This design comes from an exercise in tuning for small area on the open sky130 flow, not from production work. In this exercise RTL edits were held to simulation tests only and were not proved equivalent to the original.

==> run a: inputs <==
==> flow/design.v (excerpt) <==
module Controller_FIR (
    input  [7:0]  VPPG,
    input         Find_Setting,
    input         CLK,
    input         rst_n,
    output [6:0]  DC_Comp,
    output [3:0]  pga_Gain,
    output        LED_IR,
    output        LED_RED,
    output [19:0] Out_RED_Filtered,
    output [19:0] Out_IR_Filtered,
    output [3:0]  LED_Drive
);
==> flow/config.mk <==
export PLATFORM = sky130hd
export DESIGN_NAME = Controller_FIR
export DESIGN_NICKNAME = Controller_FIR
export VERILOG_FILES = /design/flow/design.v
export SDC_FILE = /design/flow/constraint.sdc
export NUM_CORES = 4
export LEC_CHECK = 0
export ABC_AREA = 1
export CAP_MARGIN = 20
export CORE_MARGIN = 2
export CORE_UTILIZATION = 50
export SLEW_MARGIN = 20
==> flow/constraint.sdc <==
create_clock -name core_clock -period 10.0 [get_ports {CLK}]
set_input_delay 2.0000 -clock core_clock [delete_from_list [all_inputs] [get_ports {CLK}]]
set_output_delay 2.0000 -clock core_clock [all_outputs]
set_load 0.01 [all_outputs]
standard.sh (not shown) runs the stock make flow with config.mk's settings and CLKGATE_MAP_FILE= SYNTH_SCRIPT=/design/flow/synth_recipe.tcl, a recipe that flattens the netlist after the stock synthesis.
==> flow/flow/run.sh <==
#!/bin/bash
# Standard layout with two changes: the smallest plain buffer (buf_1) for the
# port buffers, and clock tree synthesis without dummy loads.
set -euo pipefail
export BUFFER_PORTS_ARGS="-buffer_cell sky130_fd_sc_hd__buf_1"
export CTS_ARGS="-sink_clustering_enable -repair_clock_nets -sink_clustering_size 30 -sink_clustering_max_diameter 60 -buf_list sky130_fd_sc_hd__clkbuf_8 -dont_use_dummy_load"
bash standard.sh finish > flow_make.log 2>&1
==> run b: changes against run a <==
--- a/flow/design.v
+++ b/flow/design.v
@@ -1,6 +1,6 @@
-module Controller(Vppg, Find_Setting, CLK, rst_n, DC_Comp, PGA_Gain, LED_RED, osc, cnt, smp, dnew, hist, dc_go);
+module Controller(Vppg, Find_Setting, CLK, rst_n, DC_Comp, PGA_Gain, LED_RED, osc, cnt, smp, dnew, hist);
 input        CLK;
 input        rst_n;
 input        Find_Setting;
 input  [7:0] Vppg;
 output reg       LED_RED;        
@@ -8,11 +8,10 @@
 output reg [6:0] DC_Comp;
 output           osc;            
 output     [3:0] cnt;            
 output     [7:0] smp;            
 input      [8:0] dnew;           
-input            dc_go;          
 output    [44:0] hist;           
 localparam [2:0] INITIAL           = 3'b001;
 localparam [2:0] IDLE              = 3'b010;
 localparam [2:0] FIND_SETTING      = 3'b000;
 localparam [2:0] SWEEP_DC_COMP     = 3'b011;
@@ -25,16 +24,16 @@
 reg [6:0] DC_Comp_RED;           
 reg [1:0] red_on_flag;
 reg [7:0] temp_min, temp_max;    
 reg [8:0] h0, h1, h2, h3, h4;    
 reg       min9, max9;
-wire [6:0] DC_left      = h3[6:0];
-wire       start        = h3[7];
+wire [6:0] DC_left      = h0[6:0];
+wire       start        = h0[7];
 wire [6:0] DC_right     = h1[6:0];
 wire [6:0] DC_half      = h2[6:0];    
 wire [3:0] gaintemp_max = {h2[8:7], h1[8:7]};
-wire [9:0] min_index    = {min9, h0};
+wire [9:0] min_index    = {min9, h3};
 wire [9:0] max_index    = {max9, h4};
 reg [9:0] counter_n;
 reg [3:0] PGA_Gain_IR_n;
 reg [3:0] PGA_Gain_RED_n;
 reg [2:0] nextState_n;
@@ -75,10 +74,14 @@
 wire        mid_ge7 = (|mid[9:3]) | (&mid[2:0]);
 wire        sw_in   = ~e_ge7 & e_gem7 & mid_ge7;
 wire        sw_past = e_ge7;
 wire        pg_in  = e_co & ~(|e_s[9:4]);
 wire        pg_end = pg_in & (&e_s[3:0]);
+wire [6:0]  dd_s;
+wire        dd_co;
+rc_add #(7) sub_dd(.a(DC_right), .b(~DC_left), .ci(1'b1), .s(dd_s), .co(dd_co));
+wire        dc_go = ~dd_co | (|dd_s[6:1]);
 wire        v_hi  = Vppg[7];
 wire        v_lo  = ~Vppg[7] & ~(&Vppg[6:0]);
 wire [6:0]  dcs_s;
 wire        dcs_co;
 rc_add #(7) add_dcs(.a(DC_Comp), .b(v_lo ? DC_left : DC_right), .ci(1'b0), .s(dcs_s), .co(dcs_co));
@@ -288,49 +291,46 @@
         h1 <= 9'd0;
         h2 <= 9'd0;
         h3 <= 9'd0;
         h4 <= 9'd0;
     end else begin
-        h0 <= min_index_n[8:0];
+        h0 <= {h0[8], start_n, DC_left_n};
         h1 <= {gaintemp_max_n[1:0], DC_right_n};
         h2 <= {gaintemp_max_n[3:2], DC_half_n};
-        h3 <= {h3[8], start_n, DC_left_n};
+        h3 <= min_index_n[8:0];
         h4 <= max_index_n[8:0];
     end
 end
 endmodule
 module rc_add #(parameter W = 8) (
     input  [W-1:0] a,
     input  [W-1:0] b,
     input          ci,
     output [W-1:0] s,
-    output         co,
-    output [W:0]   cv        
+    output         co
 );
     wire [W:0] c;
-    assign cv = c;
     assign c[0] = ci;
     genvar i;
     generate
         for (i = 0; i < W; i = i + 1) begin : bit_
             assign s[i]   = a[i] ^ b[i] ^ c[i];
             assign c[i+1] = (a[i] & b[i]) | (c[i] & (a[i] ^ b[i]));
         end
     endgenerate
     assign co = c[W];
 endmodule
-module FIR_Filter(CLK, rst_n, osc, led_red, cnt, vin, smp, hist, dnew, dc_go, out_red, out_ir);
+module FIR_Filter(CLK, rst_n, osc, led_red, cnt, vin, smp, hist, dnew, out_red, out_ir);
 input         CLK;
 input         rst_n;
 input         osc;       
 input         led_red;   
 input  [3:0]  cnt;       
 input  [7:0]  vin;       
 input  [7:0]  smp;       
 input  [44:0] hist;      
 output [8:0]  dnew;      
-output        dc_go;     
 output [19:0] out_red;
 output [19:0] out_ir;
 reg [18:0] y_red, y_ir;
 reg [15:0] d0, d1;                
 wire [8:0] a1 = hist[8:0];
@@ -339,18 +339,15 @@
 wire [8:0] b2 = hist[35:27];
 wire [8:0] c0 = hist[44:36];
 wire odd   = cnt[0];
 wire own   = led_red ^ odd;       
 wire [2:0] p = cnt[3:1];
-wire       sel2 = own | ~osc;    
-wire [8:0] u = sel2 ? a2 : ((p[2] | (p[1] & p[0])) ? a1 : b1);
-wire [8:0] v = sel2 ? b2 : ((p == 3'd4) ? b1 : c0);
+wire [8:0] u = own ? a2 : ((p[2] | (p[1] & p[0])) ? a1 : b1);
+wire [8:0] v = own ? b2 : ((p == 3'd4) ? b1 : c0);
 wire [9:0] w;
 wire       w_co;
-wire [10:0] w_cv;
-rc_add #(10) sub_w(.a({u[8], u}), .b(~{v[8], v}), .ci(1'b1), .s(w), .co(w_co), .cv(w_cv));
-assign dc_go = ~w_cv[7] | (|w[6:1]);
+rc_add #(10) sub_w(.a({u[8], u}), .b(~{v[8], v}), .ci(1'b1), .s(w), .co(w_co));
 wire [15:0] w1  = {{6{w[9]}}, w};
 wire [15:0] w2  = {{5{w[9]}}, w, 1'b0};
 wire [15:0] w4  = {{4{w[9]}}, w, 2'b0};
 wire [15:0] w8  = {{3{w[9]}}, w, 3'b0};
 wire [15:0] w16 = {{2{w[9]}}, w, 4'b0};
@@ -422,14 +419,13 @@
     wire       osc;
     wire [3:0] cnt;
     wire [7:0] smp;
     wire [8:0] dnew;
     wire [44:0] hist;
-    wire        dc_go;
     assign LED_IR    = ~LED_RED;
     assign LED_Drive = 4'd8;
     Controller ct(.Vppg(VPPG), .Find_Setting(Find_Setting), .CLK(CLK), .rst_n(rst_n),
                   .DC_Comp(DC_Comp), .PGA_Gain(pga_Gain), .LED_RED(LED_RED),
-                  .osc(osc), .cnt(cnt), .smp(smp), .dnew(dnew), .hist(hist), .dc_go(dc_go));
+                  .osc(osc), .cnt(cnt), .smp(smp), .dnew(dnew), .hist(hist));
     FIR_Filter fir(.CLK(CLK), .rst_n(rst_n), .osc(osc), .led_red(LED_RED), .cnt(cnt),
-                   .vin(VPPG), .smp(smp), .hist(hist), .dnew(dnew), .dc_go(dc_go), .out_red(Out_RED_Filtered), .out_ir(Out_IR_Filtered));
+                   .vin(VPPG), .smp(smp), .hist(hist), .dnew(dnew), .out_red(Out_RED_Filtered), .out_ir(Out_IR_Filtered));
 endmodule
==> flow/flow/run.sh (replaced) <==
#!/bin/bash
# Standard layout with two changes: the smallest plain buffer (buf_1) for the
# port buffers, and clock tree synthesis without dummy loads.
set -euo pipefail
export BUFFER_PORTS_ARGS="-buffer_cell sky130_fd_sc_hd__buf_1"
export CTS_ARGS="-sink_clustering_enable -repair_clock_nets -sink_clustering_size 24 -sink_clustering_max_diameter 50 -buf_list sky130_fd_sc_hd__clkbuf_8 -dont_use_dummy_load"
bash standard.sh finish > flow_make.log 2>&1
==> flow/config.mk (replaced) <==
export PLATFORM = sky130hd
export DESIGN_NAME = Controller_FIR
export DESIGN_NICKNAME = Controller_FIR
export VERILOG_FILES = /design/flow/design.v
export SDC_FILE = /design/flow/constraint.sdc
export NUM_CORES = 4
export LEC_CHECK = 0
export CAP_MARGIN = 20
export CORE_MARGIN = 2
export CORE_UTILIZATION = 50
export SLEW_MARGIN = 20
==> qor summary <==
	run b	run a
Fraction of layout instances using a drive strength above 1	0.0513	0.0581
Result of the run	no timing/DRC/antenna violations	no timing/DRC/antenna violations
Horizontal die dimension	156 microns	154 microns
Routing usage on met2	0.392	0.421
Vias per cell	5.81	5.51
Post-synthesis cell type count	61	51
Met3 track demand over resource in global routing	0.0504	0.0352
Multi-input combinational area share	0.501	0.456
Die H	156 microns	154 microns
Number of placed cells counting well taps	1416	1483
CP Data Arrival Time	9.97 ns	9.84 ns
Number of DRC markers in iteration 0	920	598
Proportion of synthesized area in mux cells	0.0200	0
Initial Utilization	0.512	0.512

========
==> v16 <==
Another version of the RTL of Controller_FIR (not shown whole).
==> module FIR_Filter, before the edit <==
module FIR_Filter(CLK, rst_n, osc, led_red, cnt, vin, out_red, out_ir);
input         CLK;
input         rst_n;
input         osc;       
input         led_red;   
input  [3:0]  cnt;       
input  [7:0]  vin;       
output [19:0] out_red;
output [19:0] out_ir;
reg [18:0] y_red, y_ir;
reg [15:0] d0, d1;                
reg [7:0]  s1, s2;
reg [8:0]  a1, a2, b1, b2, c0;    
wire latch = osc & (cnt == 4'd9);
wire odd   = cnt[0];
wire own   = led_red ^ odd;       
wire [2:0] p = cnt[3:1];
wire [8:0] u = own ? a2 : ((p[2] | (p[1] & p[0])) ? a1 : b1);
wire [8:0] v = own ? b2 : ((p == 3'd4) ? b1 : c0);
wire [9:0] w;
wire       w_co;
rc_add #(10) sub_w(.a({u[8], u}), .b(~{v[8], v}), .ci(1'b1), .s(w), .co(w_co));
wire [15:0] w1  = {{6{w[9]}}, w};
wire [15:0] w2  = {{5{w[9]}}, w, 1'b0};
wire [15:0] w4  = {{4{w[9]}}, w, 2'b0};
wire [15:0] w8  = {{3{w[9]}}, w, 3'b0};
wire [15:0] w16 = {{2{w[9]}}, w, 4'b0};
reg [15:0] X, Y, Z;
reg        neg;
always @* begin
    X = 16'd0; Y = 16'd0; Z = 16'd0; neg = 1'b0;
    case ({own, p})
    4'b1_000: begin X = w8;  Y = w4; Z = {{7{b2[8]}}, b2}; end
    4'b1_001: begin X = w16;         Z = ~{{7{a2[8]}}, a2}; neg = 1'b1; end
    4'b1_010: begin X = w16; Y = w1; end
    4'b1_011: begin X = w16; Y = w2; end
    4'b1_100: begin X = w16; Y = w1; end
    4'b0_000: begin X = w16;         Z = {{7{c0[8]}}, c0}; end
    4'b0_001: begin X = w8;  Y = w4; Z = ~{{7{b1[8]}}, b1}; neg = 1'b1; end
    4'b0_010: begin X = w4;  Y = w2; Z = {{6{a1[8]}}, a1, 1'b0}; end
    4'b0_011: begin X = w8;          end
    4'b0_100: begin X = w4;  Y = w2; Z = ~{{6{c0[8]}}, c0, 1'b0}; neg = 1'b1; end
    default: ;
    endcase
end
wire [15:0] s_1 = d0 ^ X ^ Y;
wire [15:0] c_1 = (d0 & X) | (d0 & Y) | (X & Y);
wire [15:0] c_1s = {c_1[14:0], neg};
wire [15:0] s_2 = s_1 ^ c_1s ^ Z;
wire [15:0] c_2 = (s_1 & c_1s) | (s_1 & Z) | (c_1s & Z);
wire [15:0] d_n;
wire        d_co;
rc_add #(16) add_d(.a(s_2), .b({c_2[14:0], 1'b0}), .ci(1'b0), .s(d_n), .co(d_co));
wire [18:0] yr_in = odd ? 19'd0 : {{3{d0[15]}}, d0};
wire [18:0] yi_in = odd ? 19'd0 : {{3{d1[15]}}, d1};
wire [18:0] yr_n, yi_n;
wire        yr_co, yi_co;
rc_add #(19) add_yr(.a(y_red), .b(yr_in), .ci(1'b0), .s(yr_n), .co(yr_co));
rc_add #(19) add_yi(.a(y_ir),  .b(yi_in), .ci(1'b0), .s(yi_n), .co(yi_co));
wire [8:0] e_n;
wire       e_co;
rc_add #(9) sub_e(.a({1'b0, vin}), .b(~{1'b0, s2}), .ci(1'b1), .s(e_n), .co(e_co));
always @(posedge CLK or negedge rst_n) begin
    if (!rst_n) begin
        y_red <= 19'd0;
        y_ir  <= 19'd0;
        d0    <= 16'd0;
        d1    <= 16'd0;
        s1    <= 8'd0;
        s2    <= 8'd0;
        a1    <= 9'd0;
        a2    <= 9'd0;
        b1    <= 9'd0;
        b2    <= 9'd0;
        c0    <= 9'd0;
    end else begin
        y_red <= yr_n;
        y_ir  <= yi_n;
        d0    <= d1;
        d1    <= d_n;
        if (latch) begin
            s1 <= vin;
            s2 <= s1;
            a1 <= e_n;
            a2 <= a1;
            b1 <= a2;
            b2 <= b1;
            c0 <= b2;
        end
    end
end
assign out_red = {1'b0, y_red};
assign out_ir  = {1'b0, y_ir};
endmodule
==> module Controller_FIR, before the edit <==
module Controller_FIR (
    input  [7:0]  VPPG,
    input         Find_Setting,
    input         CLK,
    input         rst_n,
    output [6:0]  DC_Comp,
    output [3:0]  pga_Gain,
    output        LED_IR,
    output        LED_RED,
    output [19:0] Out_RED_Filtered,
    output [19:0] Out_IR_Filtered,
    output [3:0]  LED_Drive
);
    wire       osc;
    wire [3:0] cnt;
    assign LED_IR    = ~LED_RED;
    assign LED_Drive = 4'd8;
    Controller ct(.Vppg(VPPG), .Find_Setting(Find_Setting), .CLK(CLK), .rst_n(rst_n),
                  .DC_Comp(DC_Comp), .PGA_Gain(pga_Gain), .LED_RED(LED_RED),
                  .osc(osc), .cnt(cnt));
    FIR_Filter fir(.CLK(CLK), .rst_n(rst_n), .osc(osc), .led_red(LED_RED), .cnt(cnt),
                   .vin(VPPG), .out_red(Out_RED_Filtered), .out_ir(Out_IR_Filtered));
endmodule
clock: 10.0 ns
lec_check: 0
cap_margin: 20
core_margin: 2
core_utilization: 50
cts_buf_list: sky130_fd_sc_hd__clkbuf_8
cts_cluster_diameter: 60
cts_cluster_size: 30
slew_margin: 20
run.sh (not shown) runs the stock make flow with config.mk's settings and CLKGATE_MAP_FILE= SYNTH_SCRIPT=/design/flow/synth_recipe.tcl, a recipe that flattens the netlist after the stock synthesis.
Stock flow here: none of the scripts above is used.
==> v10: changes against v16 <==
- CORE_UTILIZATION: 50 -> 40
- CTS_BUF_LIST: sky130_fd_sc_hd__clkbuf_8 -> sky130_fd_sc_hd__clkbuf_4
- CTS_CLUSTER_DIAMETER: 60 -> default
- CTS_CLUSTER_SIZE: 30 -> default
==> v18: changes against v16 <==
--- a/flow/design.v
+++ b/flow/design.v
@@ -236,99 +236,93 @@
     endgenerate
     assign co = c[W];
 endmodule
-module FIR_Filter(CLK, rst_n, osc, led_red, cnt, vin, out_red, out_ir);
+module FIR_Filter(CLK, rst_n, osc, own, cnt, vin, out);
 input         CLK;
 input         rst_n;
-input         osc;       
-input         led_red;   
-input  [3:0]  cnt;       
-input  [7:0]  vin;       
-output [19:0] out_red;
-output [19:0] out_ir;
-reg [18:0] y_red, y_ir;
-reg [15:0] d0, d1;                
-reg [7:0]  s1, s2;
-reg [8:0]  a1, a2, b1, b2, c0;    
-wire latch = osc & (cnt == 4'd9);
+input         osc;      
+input         own;      
+input  [3:0]  cnt;      
+input  [7:0]  vin;      
+output [19:0] out;
+reg [18:0] y;
+reg [15:0] dl;         
+reg [7:0]  R;          
+reg [8:0]  a, b, c;    
+wire latch = osc & own & (cnt == 4'd9);
 wire odd   = cnt[0];
-wire own   = led_red ^ odd;       
-wire [2:0] p = cnt[3:1];
-wire [8:0] u = own ? a2 : ((p[2] | (p[1] & p[0])) ? a1 : b1);
-wire [8:0] v = own ? b2 : ((p == 3'd4) ? b1 : c0);
+wire       u_b = ~own & ~cnt[3] & ~(cnt[2] & cnt[1]);    
+wire       v_b = own | cnt[3];                           
+wire [9:0] u   = u_b ? {b[8], b} : {a[8], a};
+wire [9:0] v   = v_b ? {b[8], b} : {c[8], c};
 wire [9:0] w;
 wire       w_co;
-rc_add #(10) sub_w(.a({u[8], u}), .b(~{v[8], v}), .ci(1'b1), .s(w), .co(w_co));
+rc_add #(10) sub_w(.a(u), .b(~v), .ci(1'b1), .s(w), .co(w_co));
 wire [15:0] w1  = {{6{w[9]}}, w};
 wire [15:0] w2  = {{5{w[9]}}, w, 1'b0};
 wire [15:0] w4  = {{4{w[9]}}, w, 2'b0};
 wire [15:0] w8  = {{3{w[9]}}, w, 3'b0};
 wire [15:0] w16 = {{2{w[9]}}, w, 4'b0};
-reg [15:0] X, Y, Z;
+wire [15:0] a1  = {{7{a[8]}}, a};
+wire [15:0] a2  = {{6{a[8]}}, a, 1'b0};
+wire [15:0] b1  = {{7{b[8]}}, b};
+wire [15:0] c1  = {{7{c[8]}}, c};
+wire [15:0] c2  = {{6{c[8]}}, c, 1'b0};
+reg [15:0] X, Y;
 reg        neg;
 always @* begin
-    X = 16'd0; Y = 16'd0; Z = 16'd0; neg = 1'b0;
-    case ({own, p})
-    4'b1_000: begin X = w8;  Y = w4; Z = {{7{b2[8]}}, b2}; end
-    4'b1_001: begin X = w16;         Z = ~{{7{a2[8]}}, a2}; neg = 1'b1; end
-    4'b1_010: begin X = w16; Y = w1; end
-    4'b1_011: begin X = w16; Y = w2; end
-    4'b1_100: begin X = w16; Y = w1; end
-    4'b0_000: begin X = w16;         Z = {{7{c0[8]}}, c0}; end
-    4'b0_001: begin X = w8;  Y = w4; Z = ~{{7{b1[8]}}, b1}; neg = 1'b1; end
-    4'b0_010: begin X = w4;  Y = w2; Z = {{6{a1[8]}}, a1, 1'b0}; end
-    4'b0_011: begin X = w8;          end
-    4'b0_100: begin X = w4;  Y = w2; Z = ~{{6{c0[8]}}, c0, 1'b0}; neg = 1'b1; end
+    X = 16'd0; Y = 16'd0; neg = 1'b0;
+    case ({own, cnt})
+    5'h10: begin X = w8;  Y = w4; end
+    5'h12: begin X = w16;         end
+    5'h14: begin X = w16; Y = w1; end
+    5'h16: begin X = w16; Y = w2; end
+    5'h18: begin X = w16; Y = w1; end
+    5'h00: begin X = w16;         end
+    5'h02: begin X = w8;  Y = w4; end
+    5'h04: begin X = w4;  Y = w2; end
+    5'h06: begin X = w8;          end
+    5'h08: begin X = w4;  Y = w2; end
+    5'h11: begin X = b1;            end
+    5'h13: begin X = ~a1; neg = 1'b1; end
+    5'h01: begin X = c1;            end
+    5'h03: begin X = ~b1; neg = 1'b1; end
+    5'h05: begin X = a2;            end
+    5'h09: begin X = ~c2; neg = 1'b1; end
     default: ;
     endcase
 end
-wire [15:0] s_1 = d0 ^ X ^ Y;
-wire [15:0] c_1 = (d0 & X) | (d0 & Y) | (X & Y);
-wire [15:0] c_1s = {c_1[14:0], neg};
-wire [15:0] s_2 = s_1 ^ c_1s ^ Z;
-wire [15:0] c_2 = (s_1 & c_1s) | (s_1 & Z) | (c_1s & Z);
-wire [15:0] d_n;
-wire        d_co;
-rc_add #(16) add_d(.a(s_2), .b({c_2[14:0], 1'b0}), .ci(1'b0), .s(d_n), .co(d_co));
-wire [18:0] yr_in = odd ? 19'd0 : {{3{d0[15]}}, d0};
-wire [18:0] yi_in = odd ? 19'd0 : {{3{d1[15]}}, d1};
-wire [18:0] yr_n, yi_n;
-wire        yr_co, yi_co;
-rc_add #(19) add_yr(.a(y_red), .b(yr_in), .ci(1'b0), .s(yr_n), .co(yr_co));
-rc_add #(19) add_yi(.a(y_ir),  .b(yi_in), .ci(1'b0), .s(yi_n), .co(yi_co));
-wire [8:0] e_n;
-wire       e_co;
-rc_add #(9) sub_e(.a({1'b0, vin}), .b(~{1'b0, s2}), .ci(1'b1), .s(e_n), .co(e_co));
+wire [15:0] cs_s = dl ^ X ^ Y;
+wire [15:0] cs_c = (dl & X) | (dl & Y) | (X & Y);
+wire [15:0] dl_n;
+wire        dl_co;
+rc_add #(16) add_dl(.a(cs_s), .b({cs_c[14:0], neg}), .ci(1'b0), .s(dl_n), .co(dl_co));
+wire [18:0] yin = odd ? 19'd0 : {{3{dl[15]}}, dl};
+wire [18:0] y_n;
+wire        y_co;
+rc_add #(19) add_y(.a(y), .b(yin), .ci(1'b0), .s(y_n), .co(y_co));
+wire [8:0] d_n;
+wire       d_co;
+rc_add #(9) sub_d(.a({1'b0, vin}), .b(~{1'b0, R}), .ci(1'b1), .s(d_n), .co(d_co));
 always @(posedge CLK or negedge rst_n) begin
     if (!rst_n) begin
-        y_red <= 19'd0;
-        y_ir  <= 19'd0;
-        d0    <= 16'd0;
-        d1    <= 16'd0;
-        s1    <= 8'd0;
-        s2    <= 8'd0;
-        a1    <= 9'd0;
-        a2    <= 9'd0;
-        b1    <= 9'd0;
-        b2    <= 9'd0;
-        c0    <= 9'd0;
+        y  <= 19'd0;
+        dl <= 16'd0;
+        R  <= 8'd0;
+        a  <= 9'd0;
+        b  <= 9'd0;
+        c  <= 9'd0;
     end else begin
-        y_red <= yr_n;
-        y_ir  <= yi_n;
-        d0    <= d1;
-        d1    <= d_n;
+        y  <= y_n;
+        dl <= dl_n;
         if (latch) begin
-            s1 <= vin;
-            s2 <= s1;
-            a1 <= e_n;
-            a2 <= a1;
-            b1 <= a2;
-            b2 <= b1;
-            c0 <= b2;
+            R <= vin;
+            a <= d_n;
+            b <= a;
+            c <= b;
         end
     end
 end
-assign out_red = {1'b0, y_red};
-assign out_ir  = {1'b0, y_ir};
+assign out = {1'b0, y};
 endmodule
 module Controller_FIR (
     input  [7:0]  VPPG,
@@ -350,6 +344,8 @@
     Controller ct(.Vppg(VPPG), .Find_Setting(Find_Setting), .CLK(CLK), .rst_n(rst_n),
                   .DC_Comp(DC_Comp), .PGA_Gain(pga_Gain), .LED_RED(LED_RED),
                   .osc(osc), .cnt(cnt));
-    FIR_Filter fir(.CLK(CLK), .rst_n(rst_n), .osc(osc), .led_red(LED_RED), .cnt(cnt),
-                   .vin(VPPG), .out_red(Out_RED_Filtered), .out_ir(Out_IR_Filtered));
+    FIR_Filter red(.CLK(CLK), .rst_n(rst_n), .osc(osc), .own(LED_RED), .cnt(cnt),
+                   .vin(VPPG), .out(Out_RED_Filtered));
+    FIR_Filter ir (.CLK(CLK), .rst_n(rst_n), .osc(osc), .own(LED_IR), .cnt(cnt),
+                   .vin(VPPG), .out(Out_IR_Filtered));
 endmodule
- CORE_UTILIZATION: 50 -> 40
- CTS_BUF_LIST: sky130_fd_sc_hd__clkbuf_8 -> default
- CTS_CLUSTER_DIAMETER: 60 -> default
- CTS_CLUSTER_SIZE: 30 -> default
==> results.json <==
{
  "status": "complete, no violations",
  "clock_sinks": 245,
  "dr_wl_met2_um": 14500,
  "place_inst": 1749
}
-- figures above: v10

==> results.json <==
{
  "routedWlPerCell_um": 17.1,
  "clock_sinks": 245,
  "status": "complete, no violations",
  "dr_wl_met2_um": 14000,
  "met3_usage": 0.0246,
  "place_inst": 1671
}
-- figures above: v16

==> results.json <==
{
  "grt.met1_usage": 0.233,
  "place_inst": 1944,
  "dr_wl_met2_um": 16300,
  "status": "complete, no violations"
}
-- figures above: v18

[static timing again, ports no longer ideal]
How much do the figures lean on ideal ports? The routed layouts below were timed once more, with nothing changed but the port constraints.
Step 1: set_driving_cell puts a clkbuf_16 on CLK and a buf_2 on each other input, an assumption about the parent block.
Step 2 moves the port delays by t, midway between the first and last clock arrival at a register: inputs arrive t later, outputs are due t later. That takes back most of the time a late clock gives input paths.
Slacks: ideal ports / drivers / drivers and shift; pairs: ideal ports / drivers.
| run | shift t [ns] | setup WS [ns] | worst hold slack (ns) |
|---|---|---|---|
| run a | 0.496 | 0.505 / 0.505 / 0.505 | 0.328 / 0.328 / 0.328 |
| run b | 0.487 | 0.362 / 0.362 / 0.362 | 0.311 / 0.311 / 0.311 |
| v16 | 0.611 | 0.425 / 0.425 / 0.425 | 0.357 / 0.357 / 0.357 |
| v10 | 0.754 | 0.447 / 0.447 / 0.447 | 0.352 / 0.352 / 0.352 |
| v18 | 0.625 | 0.593 / 0.593 / 0.593 | 0.350 / 0.350 / 0.350 |
After both steps every run listed still meets setup and hold.
